This is an optimization exercise on Yosys and OpenROAD, whose aim is small area and a short achievable clock period, not a production implementation.
At most, simulation tests tie the RTL to the original design; equivalence was not proved.

==> branch garnet: inputs <==
// MAC
module MAC #(parameter ABIT = 16, BBIT = 16, EBIT = 8)
(
	i_clk,
	i_a, i_b, i_loadVal,
	i_load, i_add, i_useMul,
	o_result
);
Settings: LEC_CHECK=0, CAP_MARGIN=20, CORE_MARGIN=2, CORE_UTILIZATION=60, SLEW_MARGIN=20; clock period 12.0 ns.
standard.sh (not shown) runs the stock make flow with config.mk's settings and CLKGATE_MAP_FILE= SYNTH_SCRIPT=/design/flow/synth_recipe.tcl, a recipe that flattens the netlist after the stock synthesis.
==> flow/flow/run.sh <==
#!/bin/bash
set -euo pipefail
export BUFFER_PORTS_ARGS="-buffer_cell sky130_fd_sc_hd__buf_2"
bash standard.sh > standard.log 2>&1
==> inputs of branch maple, as changes to branch garnet <==
==> flow/flow/run.sh (replaced) <==
#!/bin/bash
set -euo pipefail
export BUFFER_PORTS_ARGS="-buffer_cell sky130_fd_sc_hd__buf_2"
export SETUP_SLACK_MARGIN=7.0
bash standard.sh > standard.log 2>&1
==> run notes <==
Die area is the same in branch maple and branch garnet. Of branch maple and branch garnet, branch garnet has the higher sequential share of layout area (gap 2.6 points). In branch maple the setup slack is higher than in branch garnet, by 1.0 ns. Synthesized area is the same in branch maple and branch garnet. Sequential cell count is the same in branch maple and branch garnet. Between branch garnet and branch maple, the lower non-clock buffer count is in branch garnet (gap 138). Synthesized cell count is the same in branch garnet and branch maple.
==> figures <==
Req. time, crit path: branch maple 9.60 ns; branch garnet 12.21 ns
Status: branch maple finished clean; branch garnet finished clean
Placed wire-length estimate: branch maple 22000 um; branch garnet 21800 um
Synthesis-to-layout area growth: branch maple 39.3%; branch garnet 8.51%
Via count of the first global-routing pass: branch maple 9683; branch garnet 8110
GRT Max-Usage Layer: branch maple met2; branch garnet met1
Worst setup slack for register-to-register paths: branch maple 6.86 ns; branch garnet 6.57 ns
Clk_buf instances: branch maple 12; branch garnet 11
Wire length on met3: branch maple 4140 um; branch garnet 2530 um
Final core area utilization: branch maple 0.848; branch garnet 0.661
Max-Slew Margin vs Limit: branch maple 0.574; branch garnet 0.382
Signal arrival time at the worst endpoint: branch maple 3.16 ns; branch garnet 6.77 ns
Max Fanout on Critical Path: branch maple 4; branch garnet 24
GR Layer Usage met2: branch maple 0.588; branch garnet 0.458
Function was not checked in any run of this note: the RTL went through the layout flow alone.

==> job 8616 <==
MAC, a different RTL version from the one above (not shown whole).
==> flow/design.v (excerpt) <==
module MAC #(parameter ABIT = 16, BBIT = 16, EBIT = 8)
(
	i_clk,
	i_a, i_b, i_loadVal,
	i_load, i_add, i_useMul,
	o_result
);
make LEC_CHECK=0 CAP_MARGIN=20 CORE_MARGIN=2 CORE_UTILIZATION=60 SETUP_SLACK_MARGIN=5 SLEW_MARGIN=20 finish   # period 12.0 ns
run.sh (not shown) runs the stock make flow with config.mk's settings and CLKGATE_MAP_FILE= SYNTH_SCRIPT=/design/flow/synth_recipe.tcl, a recipe that flattens the netlist after the stock synthesis.
Stock flow here: none of the scripts above is used.
==> job 3018 (differences from job 8616) <==
--- a/flow/config.mk
+++ b/flow/config.mk
@@ -8,5 +8,4 @@
 export CAP_MARGIN = 20
 export CORE_MARGIN = 2
-export CORE_UTILIZATION = 60
-export SETUP_SLACK_MARGIN = 5
+export CORE_UTILIZATION = 40
 export SLEW_MARGIN = 20
==> comparison <==
Non-clock buffer count: job 3018 is higher than job 8616 (4).
Clock-buffer cell count is the same in job 3018 and job 8616.
Job 8616 passed the timing, design-rule and antenna checks. Job 3018 produced a clean layout.
In sequential cell count, job 3018 and job 8616 do not differ.
Between job 8616 and job 3018, the lower design area is in job 8616 (gap 1.3%, measured against job 3018).
Against job 3018, the critical path depth of job 8616 is lower by 3.
Of job 3018 and job 8616, job 8616 has the higher maximum frequency (gap about 1.4%, measured against job 8616).
Synthesized cell count is the same in job 8616 and job 3018.
==> figures <==
quantity	job 3018	job 8616
Run status	no timing/DRC/antenna violations	no timing/DRC/antenna violations
Standard cell with the maximum stage delay on the critical path	o311ai_1	or4_1
Area fraction of clock buffers and clock inverters	0.0234	0.0235
Slew Limit Headroom	0.358	0.370
Depth of the worst register-to-register path	13	10
Filler instances	2617	1449
Wire length of the first global-routing pass	43400 µm	42400 µm
Number of signal-net buffers in the layout	131	127
Area overhead of the layout relative to synthesis	15.2%	13.7%
Max Fclk	0.145 GHz	0.147 GHz
Die outline height	169 µm	138 µm
Finished Layout Cells	1587	1470
Placed cell areas	12200 µm²	12000 µm²

## static timing again, ports no longer ideal
In the flow no input, the clock included, has a driving cell. The finished layouts below were timed again as built, in two steps.
Step 1, drivers: a clkbuf_16 drives i_clk and a buf_2 each remaining input, both assumed.
Step 2, shift: input delay + t, output delay - t, t = (earliest + latest rising clock arrival at the registers) / 2. This alone moves slack from input paths to output paths.
Slacks: no drivers / after step 1 / after step 2; pairs: no drivers / after step 1.
| run | shift t [ns] | setup slack, ns | worst setup path after step 2 | clock arrival spread, ns | worst data-port slew with drivers (ns) |
|---|---|---|---|---|---|
| branch garnet | 0.374 | 5.436 / 5.463 / 5.089 | input to register | 0.009 / 0.009 | 0.03 |
| branch maple | 0.384 | 6.443 / 6.399 / 6.041 | input to register | 0.009 / 0.009 | 0.12 |
| job 8616 | 0.389 | 5.211 / 5.166 / 4.848 | input to register | 0.013 / 0.014 | 0.04 |
| job 3018 | 0.388 | 5.113 / 5.070 / 5.083 | input to register | 0.009 / 0.009 | 0.05 |
After both steps setup and hold are still met in every run listed. For branch maple, which loses most, drivers alone change the setup slack by -0.044 ns; drivers and shift together by -0.402 ns.
